What follows belongs to an exercise in optimizing a design on an open flow for small area and a short achievable clock period; a production flow would make more cautious choices. Only simulation tests tie the RTL to the original design; equivalence was not proved. Power and IR drop assume default switching activity.

==> run a <==
// MAF
module MAF(
    input clk,
    input  [31:0] A, B, C,
    input  [1:0]  func,
    output [63:0] Result
    );
export LEC_CHECK = 0
export CAP_MARGIN = 20
export CORE_MARGIN = 2
export CORE_UTILIZATION = 65
export SETUP_SLACK_MARGIN = 4.0
export SLEW_MARGIN = 20
create_clock -name core_clock -period 10.0 [get_ports {clk}]
standard.sh (not shown) runs the stock make flow with config.mk's settings and CLKGATE_MAP_FILE= SYNTH_SCRIPT=/design/flow/synth_recipe.tcl, a recipe that flattens the netlist after the stock synthesis.
==> flow/flow/run.sh <==
#!/bin/bash
# Standard ORFS layout with two changes:
#  - synthesis runs `synth -noabc` (the quick generic ABC pass inside synth is
#    skipped), so extract_fa sees the RTL's XOR/majority structure and maps
#    full adders without the inverters it otherwise puts around them;
#  - extra make variables from flow/make_args.txt (e.g. the port buffer cell).
# Each tool's output goes to its own log here and under orfs/logs.
set -euo pipefail
here=$(pwd)
sed '1s/yosys synth -nofsm -noshare/yosys synth -nofsm -noshare -noabc/' synth_recipe.tcl > my_synth.tcl
grep -q -- '-noabc' my_synth.tcl
sed "s#SYNTH_SCRIPT=[^ ]*#SYNTH_SCRIPT=$here/my_synth.tcl#" standard.sh > my_standard.sh
grep -q "SYNTH_SCRIPT=$here/my_synth.tcl" my_standard.sh
extra=()
if [[ -f flow/make_args.txt ]]; then
  while IFS= read -r line; do [[ -n "$line" ]] && extra+=("$line"); done < flow/make_args.txt
fi
bash my_standard.sh "${extra[@]}" synth > synth.log 2>&1
bash my_standard.sh "${extra[@]}" finish > layout.log 2>&1
test -f out/final.def
==> flow/flow/make_args.txt <==
BUFFER_PORTS_ARGS=-buffer_cell sky130_fd_sc_hd__buf_2
==> run b (differences from run a) <==
--- a/flow/config.mk
+++ b/flow/config.mk
@@ -7,6 +7,6 @@
 export LEC_CHECK = 0
 export CAP_MARGIN = 20
 export CORE_MARGIN = 2
-export CORE_UTILIZATION = 65
-export SETUP_SLACK_MARGIN = 4.0
+export CORE_UTILIZATION = 40
+export SETUP_SLACK_MARGIN = 4.2
 export SLEW_MARGIN = 20
==> run c (differences from run a) <==
--- a/flow/config.mk
+++ b/flow/config.mk
@@ -7,6 +7,7 @@
 export LEC_CHECK = 0
 export CAP_MARGIN = 20
 export CORE_MARGIN = 2
-export CORE_UTILIZATION = 65
+export CORE_UTILIZATION = 55
 export SETUP_SLACK_MARGIN = 4.0
 export SLEW_MARGIN = 20
+export TNS_END_PERCENT = 20
==> summary of the runs <==
Against run a, the fmax of run b is larger by about 1.5%.
Routed wire length, highest first: run b, run c, run a.
Count of clock-buffer cells in the layout: run b is lower than run a (1).
Run b finished clean. Run c passed the timing, DRC and antenna checks. Run a finished clean.
Between run b and run c, the lower die area is in run c (gap about 37%, measured against run c).
Synthesized cell count is the same in run a and run c.
In run b the worst hold slack is lower than in run a, by 0.063 ns.
First-iteration DRC count: run c < run b < run a.
Setup slack: run a is better than run c (0.028 ns).
The lowest total power belongs to run a, the highest to run b.
In combinational power, run a and run c hardly differ.
The lowest global-route usage belongs to run b, the highest to run a.
==> figures <==
Result of the run: run a finished clean; run b finished clean; run c finished clean
Count of standard-cell rows: run a 74; run b 95; run c 81
Pre-CTS WS: run a 2.874 ns; run b 2.804 ns; run c 2.768 ns
Via count of the first global-routing pass: run a 24,090; run b 24,130; run c 23,260
X dimension of the die: run a 207.6 um; run b 263.5 um; run c 225.3 um
Crit-path max cell delay: run a 0.54 ns; run b 0.77 ns; run c 0.42 ns
Number of design-rule violations left by the first detailed-router iteration: run a 3,165; run b 2,949; run c 2,580
Post-route fraction of the period consumed by the critical path: run a 59.69%; run b 58.80%; run c 59.97%
Final instance area: run a 0.02904 mm2; run b 0.03034 mm2; run c 0.02933 mm2
Maximum number of pins on one net before global-route repair: run a 47; run b 38; run c 50
Layout clock buffers: run a 19; run b 18; run c 18
Setup Buffers After CTS: run a 5; run b 33; run c 15
Core Region: run a 0.04083 mm2; run b 0.06692 mm2; run c 0.04865 mm2
Seq. pwr: run a 978 uW; run b 1.01 mW; run c 967 uW
Post-layout util: run a 71.12%; run b 45.33%; run c 60.29%
Maximum achievable frequency: run a 0.1675 GHz; run b 0.1701 GHz; run c 0.1667 GHz
Crit path capture: run a r_b[19]$_DFF_P_; run b r_b[25]$_DFF_P_; run c Result[61]
Launching instance or port of the critical path: run a func[0]; run b A[3]; run c r_c$_DFF_P_
Data arrival time of the worst path: run a 6.34 ns; run b 6.26 ns; run c 4.00 ns
Power per cell area: run a 308.9 mW/mm2; run b 302.8 mW/mm2; run c 306.5 mW/mm2
Final Routed Wirelength: run a 92,980 um; run b 100,200 um; run c 94,290 um
IR drop worst, VDD: run a 0.4174 mV; run b 0.2009 mV; run c 0.2155 mV
Cell-internal power: run a 4.542 mW; run b 4.670 mW; run c 4.558 mW


==> job 3259 <==
MAF again, from the RTL that the note above started with.
==> flow/design.v (excerpt) <==
module MAF(
    input clk,
    input  [31:0] A, B, C,
    input  [1:0]  func,
    output [63:0] Result
    );
export LEC_CHECK = 0
export CAP_MARGIN = 0
export CORE_MARGIN = 2
export CORE_UTILIZATION = 55
export SETUP_SLACK_MARGIN = 4.0
export SLEW_MARGIN = 0
create_clock -name core_clock -period 10.0 [get_ports {clk}]
Scripts as last shown in full above: flow/flow/run.sh, flow/flow/make_args.txt
==> inputs of job 2936, as changes to job 3259 <==
CAP_MARGIN = 20   (was 0)
PLACE_DENSITY = 0.8   (was unset)
SLEW_MARGIN = 20   (was 0)
==> inputs of job 298, as changes to job 3259 <==
CAP_MARGIN = 20   (was 0)
SLEW_MARGIN = 20   (was 0)
==> notes <==
Wire length is the same in job 298 and job 3259.
Cell area is the same in job 298 and job 3259.
In cell count, job 298 and job 3259 do not differ.
Of job 3259 and job 2936, job 2936 has the higher combinational power (gap about 1%, measured against job 2936).
In hold slack, job 3259 and job 298 do not differ.
In count of clock-buffer cells in the layout, job 298 and job 3259 do not differ.
First-iteration DRC count: job 3259 is lower than job 2936 (about 32%).
In job 2936 the core utilization is higher than in job 298, by 0.26 points.
In area after synthesis, job 2936 and job 298 do not differ.
==> figures <==
metric	job 298	job 3259	job 2936
Outcome	timing/DRC/antenna clean	timing/DRC/antenna clean	timing/DRC/antenna clean
Sequential-cell power consumption	0.965 mW	0.965 mW	0.996 mW
Number of antenna violations at the first check in global routing	6	6	12
Proportion of final cell area spent on non-clock buffers	5.82%	5.82%	5.65%
NumNets Final	3403	3403	3390
Multi-input combinational area share	80.2%	80.2%	80.2%
Number of DRC markers in iteration 0	2507	2507	3685
Critical-path maximum fanout	4	4	12
Arrival time reported for the critical path endpoint	3970 ps	3970 ps	6390 ps
Setup crit start kind	flip-flop	flip-flop	input port
Overall power of the completed layout	8.95 mW	8.95 mW	9.15 mW
Via count of the first global-routing pass	23.0k	23.0k	24.6k
Clock network fraction of design power	6.9%	6.9%	7.7%
Max-slew headroom at the worst pin	31.2%	31.2%	21.7%
Detailed Place HPWL	62500 microns	62500 microns	60100 microns
Cell with the biggest individual delay on the critical path	sky130_fd_sc_hd__fa_2	sky130_fd_sc_hd__fa_2	sky130_fd_sc_hd__xnor2_1
Comb pwr	7.36 mW	7.36 mW	7.45 mW
Repair and plain buffers	265	265	243
Number of fillers in the final layout	4125	4125	3841
Vias per cell	6.68	6.68	7.11

static timing again, ports no longer ideal:
In the flow no input, the clock included, has a driving cell. The finished layouts below were timed again as built, in two steps. Step 1: set_driving_cell puts a clkbuf_16 on clk and a buf_2 on each other input, an assumption about the parent block. Step 2 adds t to the input delays and takes it off the output delays; t is the mean of the earliest and latest rising clock arrival at the registers after step 1. Input paths then give back, and output paths get back, about the clock's delay inside the block. a / b / c = ideal / step 1 / step 2; a / b = the first two.
run	t, ns	setup slack, ns	latest minus earliest clock arrival (ns)
run a	0.556	4.031 / 4.019 / 3.476	0.012 / 0.011
run b	0.561	4.120 / 4.146 / 3.585	0.017 / 0.017
run c	0.548	4.003 / 3.939 / 3.474	0.017 / 0.017
job 3259	0.546	4.031 / 3.971 / 3.529	0.016 / 0.017
job 2936	0.523	3.950 / 3.954 / 3.431	0.024 / 0.024
job 298	0.546	4.031 / 3.971 / 3.529	0.016 / 0.017
After both steps setup and hold are still met in every run listed. The setup slack of run a, which loses most, moves by -0.012 ns with the drivers and by -0.555 ns with both steps.
